Background: an optimization exercise with open tools, aiming at small area, a short achievable clock period and few clock cycles per item. Do not read the settings as production practice.
RTL that was checked went through simulation tests only; none was proved equivalent to the original.

## north
==> flow/design.v <==
module divider(quotient, remainder, done, divisor, dividend, start, clk, rst);
    output reg [31:0] quotient, remainder;
    input [31:0] divisor, dividend;
    input start, clk, rst;
    output done;
    reg        busy, idle, align;
    reg [4:0]  dt, dg;   
    reg [4:0]  sh;       
    reg [31:0] NB;       
    function [4:0] lzc;
        input [31:0] x;
        reg [15:0] v0; reg [15:0] z0;
        reg [7:0]  v1; reg [15:0] z1;
        reg [3:0]  v2; reg [11:0] z2;
        reg [1:0]  v3; reg [7:0]  z3;
        integer i;
        begin
            for (i = 0; i < 16; i = i + 1) begin
                v0[i] = x[2*i+1] | x[2*i];
                z0[i] = ~x[2*i+1];
            end
            for (i = 0; i < 8; i = i + 1) begin
                v1[i] = v0[2*i+1] | v0[2*i];
                z1[2*i +: 2] = v0[2*i+1] ? {1'b0, z0[2*i+1]} : {1'b1, z0[2*i]};
            end
            for (i = 0; i < 4; i = i + 1) begin
                v2[i] = v1[2*i+1] | v1[2*i];
                z2[3*i +: 3] = v1[2*i+1] ? {1'b0, z1[4*i+2 +: 2]} : {1'b1, z1[4*i +: 2]};
            end
            for (i = 0; i < 2; i = i + 1) begin
                v3[i] = v2[2*i+1] | v2[2*i];
                z3[4*i +: 4] = v2[2*i+1] ? {1'b0, z2[6*i+3 +: 3]} : {1'b1, z2[6*i +: 3]};
            end
            lzc = v3[1] ? {1'b0, z3[7:4]} : {1'b1, z3[3:0]};
        end
    endfunction
    function longer4;
        input [31:0] x, y;       
        reg [7:0] nx, ny;
        reg above;               
        integer j;
        begin
            for (j = 0; j < 8; j = j + 1) begin
                nx[j] = |x[4*j +: 4];
                ny[j] = |y[4*j +: 4];
            end
            longer4 = 1'b0;
            above = 1'b0;
            for (j = 7; j >= 0; j = j - 1) begin
                above = above | nx[j];
                longer4 = longer4 | (ny[j] & ~above);
            end
        end
    endfunction
    wire quick = longer4(dividend, divisor) | ~(|divisor);
    wire [4:0] bw;                       
    assign bw[0] = 1'b0;
    assign bw[1] = dg[0];
    assign bw[2] = dg[1] | (~dt[1] & dg[0]);
    assign bw[3] = dg[2] | (~dt[2] & dg[1]) | (~dt[2] & ~dt[1] & dg[0]);
    assign bw[4] = dg[3] | (~dt[3] & dg[2]) | (~dt[3] & ~dt[2] & dg[1])
                 | (~dt[3] & ~dt[2] & ~dt[1] & dg[0]);
    wire [4:0] s = dt ^ bw;
    wire       neg = dg[4] | (~dt[4] & dg[3]) | (~dt[4] & ~dt[3] & dg[2])
                   | (~dt[4] & ~dt[3] & ~dt[2] & dg[1])
                   | (~dt[4] & ~dt[3] & ~dt[2] & ~dt[1] & dg[0]);
    wire [31:0] B1 = s[0] ? {NB[30:0], 1'b1} : NB;
    wire [31:0] B2 = s[1] ? {B1[29:0], 2'b11} : B1;
    wire [31:0] B4 = s[2] ? {B2[27:0], 4'hf} : B2;
    wire [31:0] B8 = s[3] ? {B4[23:0], 8'hff} : B4;
    wire [31:0] Ba = s[4] ? {B8[15:0], 16'hffff} : B8;
    wire [32:0] diff = {1'b0, remainder} - {1'b0, ~NB};
    wire        qbit = ~diff[32];
    wire busy_n = busy ? (align ? ~neg : (sh != 5'd0)) : (start & ~quick);
    assign done = idle;
    always_ff @(posedge clk, negedge rst) begin
        if (~rst) begin
            busy <= 1'b0;
            idle <= 1'b1;
            align <= 1'b0;
        end else begin
            busy <= busy_n;
            idle <= ~busy_n;
            align <= ~busy & start & ~quick;
        end
    end
    always_ff @(posedge clk) begin
        dt <= lzc(divisor) ^ lzc(dividend);      
        dg <= ~lzc(divisor) & lzc(dividend);
        if (busy) begin
            if (align) begin
                NB <= Ba;
                sh <= s;
            end else begin
                NB <= {1'b1, NB[31:1]};
                sh <= sh - 5'd1;
                quotient <= {quotient[30:0], qbit};
                if (qbit) remainder <= diff[31:0];
            end
        end else begin
            NB <= ~divisor;
            if (start) begin
                quotient <= 32'd0;
                remainder <= dividend;
            end
        end
    end
endmodule
clock: 5.0 ns
lec_check: 0
abc_area: 1
cap_margin: 20
core_margin: 2
core_utilization: 40
cts_buf_list: sky130_fd_sc_hd__clkbuf_8
place_density: 0.6
setup_slack_margin: 2.65
slew_margin: 20
buffer_ports_args: -buffer_cell sky130_fd_sc_hd__buf_1
standard.sh (not shown) runs the stock make flow with config.mk's settings and CLKGATE_MAP_FILE= SYNTH_SCRIPT=/design/flow/synth_recipe.tcl, a recipe that flattens the netlist after the stock synthesis.
==> flow/flow/run.sh <==
#!/bin/bash
# Own layout flow: the standard synthesis unchanged, then the standard ORFS
# steps with a few extra ORFS settings (flow/extra.mk) appended to config.mk
# after synthesis, so that synthesis is exactly the standard flow's.
set -euo pipefail
here="$(pwd)"
bash standard.sh synth > "$here/log_synth.txt" 2>&1
cat flow/extra.mk >> config.mk
bash standard.sh > "$here/log_layout.txt" 2>&1
==> flow/flow/extra.mk <==
export BUFFER_PORTS_ARGS = -buffer_cell sky130_fd_sc_hd__buf_1
north reached the final stage; the timing, DRC and antenna checks on its layout passed.
Testbench counts of north, summed over its fixed seeds: cycles 15,277, items 2,048.
#### Input delta (south over north)
--- a/flow/design.v
+++ b/flow/design.v
@@ -31,50 +31,40 @@
                 v3[i] = v2[2*i+1] | v2[2*i];
                 z3[4*i +: 4] = v2[2*i+1] ? {1'b0, z2[6*i+3 +: 3]} : {1'b1, z2[6*i +: 3]};
             end
             lzc = v3[1] ? {1'b0, z3[7:4]} : {1'b1, z3[3:0]};
         end
     endfunction
-    function longer4;
-        input [31:0] x, y;       
-        reg [7:0] nx, ny;
-        reg above;               
-        integer j;
+    function [31:0] smear;
+        input [31:0] x;
+        integer i;
         begin
-            for (j = 0; j < 8; j = j + 1) begin
-                nx[j] = |x[4*j +: 4];
-                ny[j] = |y[4*j +: 4];
-            end
-            longer4 = 1'b0;
-            above = 1'b0;
-            for (j = 7; j >= 0; j = j - 1) begin
-                above = above | nx[j];
-                longer4 = longer4 | (ny[j] & ~above);
-            end
+            smear = x;
+            for (i = 1; i < 32; i = i * 2)
+                smear = smear | (smear >> i);
         end
     endfunction
-    wire quick = longer4(dividend, divisor) | ~(|divisor);
+    wire quick = (|(divisor & ~smear(dividend))) | ~(|divisor);
     wire [4:0] bw;                       
     assign bw[0] = 1'b0;
     assign bw[1] = dg[0];
     assign bw[2] = dg[1] | (~dt[1] & dg[0]);
     assign bw[3] = dg[2] | (~dt[2] & dg[1]) | (~dt[2] & ~dt[1] & dg[0]);
     assign bw[4] = dg[3] | (~dt[3] & dg[2]) | (~dt[3] & ~dt[2] & dg[1])
                  | (~dt[3] & ~dt[2] & ~dt[1] & dg[0]);
     wire [4:0] s = dt ^ bw;
-    wire       neg = dg[4] | (~dt[4] & dg[3]) | (~dt[4] & ~dt[3] & dg[2])
-                   | (~dt[4] & ~dt[3] & ~dt[2] & dg[1])
-                   | (~dt[4] & ~dt[3] & ~dt[2] & ~dt[1] & dg[0]);
     wire [31:0] B1 = s[0] ? {NB[30:0], 1'b1} : NB;
     wire [31:0] B2 = s[1] ? {B1[29:0], 2'b11} : B1;
     wire [31:0] B4 = s[2] ? {B2[27:0], 4'hf} : B2;
     wire [31:0] B8 = s[3] ? {B4[23:0], 8'hff} : B4;
     wire [31:0] Ba = s[4] ? {B8[15:0], 16'hffff} : B8;
     wire [32:0] diff = {1'b0, remainder} - {1'b0, ~NB};
     wire        qbit = ~diff[32];
-    wire busy_n = busy ? (align ? ~neg : (sh != 5'd0)) : (start & ~quick);
+    wire szero = ~(|dt);
+    wire step = busy & (~align | szero);
+    wire busy_n = busy ? (align ? ~szero : (sh != 5'd0)) : (start & ~quick);
     assign done = idle;
     always_ff @(posedge clk, negedge rst) begin
         if (~rst) begin
             busy <= 1'b0;
             idle <= 1'b1;
             align <= 1'b0;
@@ -84,21 +74,23 @@
             align <= ~busy & start & ~quick;
         end
     end
     always_ff @(posedge clk) begin
         dt <= lzc(divisor) ^ lzc(dividend);      
         dg <= ~lzc(divisor) & lzc(dividend);
+        if (step) begin
+            quotient <= {quotient[30:0], qbit};
+            if (qbit) remainder <= diff[31:0];
+        end
         if (busy) begin
             if (align) begin
                 NB <= Ba;
                 sh <= s;
             end else begin
                 NB <= {1'b1, NB[31:1]};
                 sh <= sh - 5'd1;
-                quotient <= {quotient[30:0], qbit};
-                if (qbit) remainder <= diff[31:0];
             end
         end else begin
             NB <= ~divisor;
             if (start) begin
                 quotient <= 32'd0;
                 remainder <= dividend;
## What came out
- Looking at classification of the worst setup path, the flip-flop to flip-flop result is from north; the input pin to flip-flop one comes from south.
- In south the fraction of layout instances using a drive strength above 1 turned out 3.8 points higher than in north.
- The run showing the greater share of the synthesized area in compound gates (AO/OA/AOI/OAI) is south.
- The global-route wire length before repair in south was higher than what north gave.
- [compare] base=north new=south: post-synthesis to final-layout area growth up 3.7 points, utilization rose by 1.7 points, count of H-tree levels built during CTS did not really move, sequential share of layout area now sits lower, worst endpoint required time picked up an extra 0.13 ns.
- NOTE: distinct cell type count of the synthesized netlist in south exceeds that of north
- Looking at pin slew with the least headroom to its limit, south sits 0.045 ns lower than north does.
No functional check of the RTL was part of south.

* * *

// divider: RTL as listed in full above, without the edits since
==> flow/config.mk <==
export PLATFORM = sky130hd
export DESIGN_NAME = divider
export DESIGN_NICKNAME = divider
export VERILOG_FILES = /design/flow/design.v
export SDC_FILE = /design/flow/constraint.sdc
export NUM_CORES = 4
export LEC_CHECK = 0
export ABC_AREA = 1
export CAP_MARGIN = 20
export CORE_MARGIN = 2
export CORE_UTILIZATION = 40
export CTS_BUF_LIST = sky130_fd_sc_hd__clkbuf_8
export PLACE_DENSITY = 0.6
export SETUP_SLACK_MARGIN = 2.55
export SLEW_MARGIN = 20
export BUFFER_PORTS_ARGS = -buffer_cell sky130_fd_sc_hd__buf_1
==> flow/constraint.sdc <==
create_clock -name core_clock -period 5.0 [get_ports {clk}]
set_input_delay 1.0000 -clock core_clock [delete_from_list [all_inputs] [get_ports {clk}]]
set_output_delay 1.0000 -clock core_clock [all_outputs]
set_load 0.01 [all_outputs]
Scripts as last shown in full above: flow/flow/run.sh, flow/flow/extra.mk
The starting point ran to the end with no violations.
Testbench counts at the start, summed over its fixed seeds: cycles 15,277, items 2,048.
==> next run, changes <==
--- a/flow/design.v
+++ b/flow/design.v
@@ -2,13 +2,13 @@
     output reg [31:0] quotient, remainder;
     input [31:0] divisor, dividend;
     input start, clk, rst;
     output done;
     reg        busy, idle, align;
-    reg [4:0]  dt, dg;   
+    reg [4:0]  za_r;     
     reg [4:0]  sh;       
-    reg [31:0] NB;       
+    reg [31:0] B;        
     function [4:0] lzc;
         input [31:0] x;
         reg [15:0] v0; reg [15:0] z0;
         reg [7:0]  v1; reg [15:0] z1;
         reg [3:0]  v2; reg [11:0] z2;
@@ -51,29 +51,19 @@
                 longer4 = longer4 | (ny[j] & ~above);
             end
         end
     endfunction
     wire quick = longer4(dividend, divisor) | ~(|divisor);
-    wire [4:0] bw;                       
-    assign bw[0] = 1'b0;
-    assign bw[1] = dg[0];
-    assign bw[2] = dg[1] | (~dt[1] & dg[0]);
-    assign bw[3] = dg[2] | (~dt[2] & dg[1]) | (~dt[2] & ~dt[1] & dg[0]);
-    assign bw[4] = dg[3] | (~dt[3] & dg[2]) | (~dt[3] & ~dt[2] & dg[1])
-                 | (~dt[3] & ~dt[2] & ~dt[1] & dg[0]);
-    wire [4:0] s = dt ^ bw;
-    wire       neg = dg[4] | (~dt[4] & dg[3]) | (~dt[4] & ~dt[3] & dg[2])
-                   | (~dt[4] & ~dt[3] & ~dt[2] & dg[1])
-                   | (~dt[4] & ~dt[3] & ~dt[2] & ~dt[1] & dg[0]);
-    wire [31:0] B1 = s[0] ? {NB[30:0], 1'b1} : NB;
-    wire [31:0] B2 = s[1] ? {B1[29:0], 2'b11} : B1;
-    wire [31:0] B4 = s[2] ? {B2[27:0], 4'hf} : B2;
-    wire [31:0] B8 = s[3] ? {B4[23:0], 8'hff} : B4;
-    wire [31:0] Ba = s[4] ? {B8[15:0], 16'hffff} : B8;
-    wire [32:0] diff = {1'b0, remainder} - {1'b0, ~NB};
+    wire [5:0] s = {1'b0, sh} - {1'b0, za_r};
+    wire [31:0] B1 = s[0] ? {B[30:0], 1'b0} : B;
+    wire [31:0] B2 = s[1] ? {B1[29:0], 2'b0} : B1;
+    wire [31:0] B4 = s[2] ? {B2[27:0], 4'b0} : B2;
+    wire [31:0] B8 = s[3] ? {B4[23:0], 8'b0} : B4;
+    wire [31:0] Ba = s[4] ? {B8[15:0], 16'b0} : B8;
+    wire [32:0] diff = {1'b0, remainder} - {1'b0, B};
     wire        qbit = ~diff[32];
-    wire busy_n = busy ? (align ? ~neg : (sh != 5'd0)) : (start & ~quick);
+    wire busy_n = busy ? (align ? ~s[5] : (sh != 5'd0)) : (start & ~quick);
     assign done = idle;
     always_ff @(posedge clk, negedge rst) begin
         if (~rst) begin
             busy <= 1'b0;
             idle <= 1'b1;
@@ -83,24 +73,24 @@
             idle <= ~busy_n;
             align <= ~busy & start & ~quick;
         end
     end
     always_ff @(posedge clk) begin
-        dt <= lzc(divisor) ^ lzc(dividend);      
-        dg <= ~lzc(divisor) & lzc(dividend);
         if (busy) begin
             if (align) begin
-                NB <= Ba;
-                sh <= s;
+                B <= Ba;
+                sh <= s[4:0];
             end else begin
-                NB <= {1'b1, NB[31:1]};
+                B <= B >> 1;
                 sh <= sh - 5'd1;
                 quotient <= {quotient[30:0], qbit};
                 if (qbit) remainder <= diff[31:0];
             end
         end else begin
-            NB <= ~divisor;
+            B <= divisor;
+            sh <= lzc(divisor);
+            za_r <= lzc(dividend);
             if (start) begin
                 quotient <= 32'd0;
                 remainder <= dividend;
             end
         end
- The changed run completed without violations
- area after synthesis falls slightly
- critical path depth is higher by 5
- cell area drops slightly
- first-iteration DRC count falls by a few percent
- flip-flop and latch count goes down by 5
- setup slack degrades by 7.5 ps
- routed wire length rises by a few percent
- maximum frequency drops slightly
Testbench counts after the change, summed over its fixed seeds: cycles 15,277, items 2,048.

* * *

== juniper ==
RTL: the design.v shown in full above, as it stands there.
Settings: LEC_CHECK=0, ABC_AREA=1, CAP_MARGIN=20, CORE_MARGIN=2, CORE_UTILIZATION=40, CTS_BUF_LIST=sky130_fd_sc_hd__clkbuf_8, PLACE_DENSITY=0.6, SETUP_SLACK_MARGIN=2.6, SLEW_MARGIN=20, BUFFER_PORTS_ARGS=-buffer_cell sky130_fd_sc_hd__buf_1; clock period 5.0 ns.
Scripts as last shown in full above: flow/flow/run.sh, flow/flow/extra.mk
Testbench counts of juniper, summed over its fixed seeds: cycles 15,277, items 2,048.
Input-level comparison between maple and juniper:
-- flow/design.v --
<<< juniper, line 5
    output done;
    reg        busy, idle, align;
    reg [4:0]  dt, dg;   
    reg [4:0]  sh;       
    reg [31:0] NB;       
    function [4:0] lzc;
        input [31:0] x;
>>> maple, line 5
    output done;
    reg        busy, idle, align;
    reg [4:0]  za_r;     
    reg [4:0]  sh;       
    reg [31:0] B;        
    function [4:0] lzc;
        input [31:0] x;
<<< juniper, line 54
    endfunction
    wire quick = longer4(dividend, divisor) | ~(|divisor);
    wire [4:0] bw;                       
    assign bw[0] = 1'b0;
    assign bw[1] = dg[0];
    assign bw[2] = dg[1] | (~dt[1] & dg[0]);
    assign bw[3] = dg[2] | (~dt[2] & dg[1]) | (~dt[2] & ~dt[1] & dg[0]);
    assign bw[4] = dg[3] | (~dt[3] & dg[2]) | (~dt[3] & ~dt[2] & dg[1])
                 | (~dt[3] & ~dt[2] & ~dt[1] & dg[0]);
    wire [4:0] s = dt ^ bw;
    wire       neg = dg[4] | (~dt[4] & dg[3]) | (~dt[4] & ~dt[3] & dg[2])
                   | (~dt[4] & ~dt[3] & ~dt[2] & dg[1])
                   | (~dt[4] & ~dt[3] & ~dt[2] & ~dt[1] & dg[0]);
    wire [31:0] B1 = s[0] ? {NB[30:0], 1'b1} : NB;
    wire [31:0] B2 = s[1] ? {B1[29:0], 2'b11} : B1;
    wire [31:0] B4 = s[2] ? {B2[27:0], 4'hf} : B2;
    wire [31:0] B8 = s[3] ? {B4[23:0], 8'hff} : B4;
    wire [31:0] Ba = s[4] ? {B8[15:0], 16'hffff} : B8;
    wire [32:0] diff = {1'b0, remainder} - {1'b0, ~NB};
    wire        qbit = ~diff[32];
    wire busy_n = busy ? (align ? ~neg : (sh != 5'd0)) : (start & ~quick);
    assign done = idle;
    always_ff @(posedge clk, negedge rst) begin
>>> maple, line 54
    endfunction
    wire quick = longer4(dividend, divisor) | ~(|divisor);
    wire [5:0] s = {1'b0, sh} - {1'b0, za_r};
    wire [31:0] B1 = s[0] ? {B[30:0], 1'b0} : B;
    wire [31:0] B2 = s[1] ? {B1[29:0], 2'b0} : B1;
    wire [31:0] B4 = s[2] ? {B2[27:0], 4'b0} : B2;
    wire [31:0] B8 = s[3] ? {B4[23:0], 8'b0} : B4;
    wire [31:0] Ba = s[4] ? {B8[15:0], 16'b0} : B8;
    wire [32:0] diff = {1'b0, remainder} - {1'b0, B};
    wire        qbit = ~diff[32];
    wire busy_n = busy ? (align ? ~s[5] : (sh != 5'd0)) : (start & ~quick);
    assign done = idle;
    always_ff @(posedge clk, negedge rst) begin
<<< juniper, line 86
    end
    always_ff @(posedge clk) begin
        dt <= lzc(divisor) ^ lzc(dividend);      
        dg <= ~lzc(divisor) & lzc(dividend);
        if (busy) begin
            if (align) begin
                NB <= Ba;
                sh <= s;
            end else begin
                NB <= {1'b1, NB[31:1]};
                sh <= sh - 5'd1;
                quotient <= {quotient[30:0], qbit};
>>> maple, line 76
    end
    always_ff @(posedge clk) begin
        if (busy) begin
            if (align) begin
                B <= Ba;
                sh <= s[4:0];
            end else begin
                B <= B >> 1;
                sh <= sh - 5'd1;
                quotient <= {quotient[30:0], qbit};
<<< juniper, line 99
            end
        end else begin
            NB <= ~divisor;
            if (start) begin
                quotient <= 32'd0;
>>> maple, line 87
            end
        end else begin
            B <= divisor;
            sh <= lzc(divisor);
            za_r <= lzc(dividend);
            if (start) begin
                quotient <= 32'd0;
## What came out
Total die area: maple vs juniper down 1.2%
Taking juniper as the reference, in maple global-route met1 utilization decreased 2.4 points; non-clock buffer count increased 13%; clock transition time at the flip-flop clock pins of the worst setup and hold paths increased 30 ps.
A termination of the worst setup path of remainder[12]$_DFFE_PP_ is what juniper shows, while remainder[30]$_DFFE_PP_ belongs to maple.
maple gives more count of different cell masters after synthesis than juniper did.
Testbench counts of maple, summed over its fixed seeds: cycles 15,277, items 2,048.

re-timing with driven ports:
The flow's constraints put no driver on any port. The routed layouts listed below were extracted and timed again, unchanged, in two steps. Step 1 (the two cells are an assumption about what drives the block):
set clk [get_ports {clk}]
set_driving_cell -lib_cell sky130_fd_sc_hd__clkbuf_16 $clk
set_driving_cell -lib_cell sky130_fd_sc_hd__buf_2 [delete_from_list [all_inputs] $clk]
Step 2 adds t to the input delays and takes it off the output delays; t is the mean of the earliest and latest rising clock arrival at the registers after step 1. Input paths then give back, and output paths get back, about the clock's delay inside the block. Slacks: no drivers / after step 1 / after step 2; pairs: no drivers / after step 1.
run | t, ns | slack for setup (ns) | clock arrival spread, ns | worst slew at a driven data input, ns | pins driven straight from the clock port
north | 0.508 | 2.741 / 2.725 / 2.322 | 0.021 / 0.021 | 0.07 | 1
south | 0.498 | 2.649 / 2.649 / 2.150 | 0.024 / 0.023 | 0.06 | 1
the first run of note 2 | 0.502 | 2.628 / 2.628 / 2.152 | 0.017 / 0.017 | 0.07 | 1
the second run of note 2 | 0.446 | 2.620 / 2.620 / 2.334 | 0.012 / 0.012 | 0.06 | 1
juniper | 0.491 | 2.653 / 2.653 / 2.296 | 0.015 / 0.016 | 0.07 | 1
maple | 0.446 | 2.670 / 2.670 / 2.349 | 0.010 / 0.010 | 0.06 | 1
After both steps setup and hold are still met in every run listed. The setup slack of south, which loses most, moves by 0.000 ns with the drivers and by -0.499 ns with both steps.
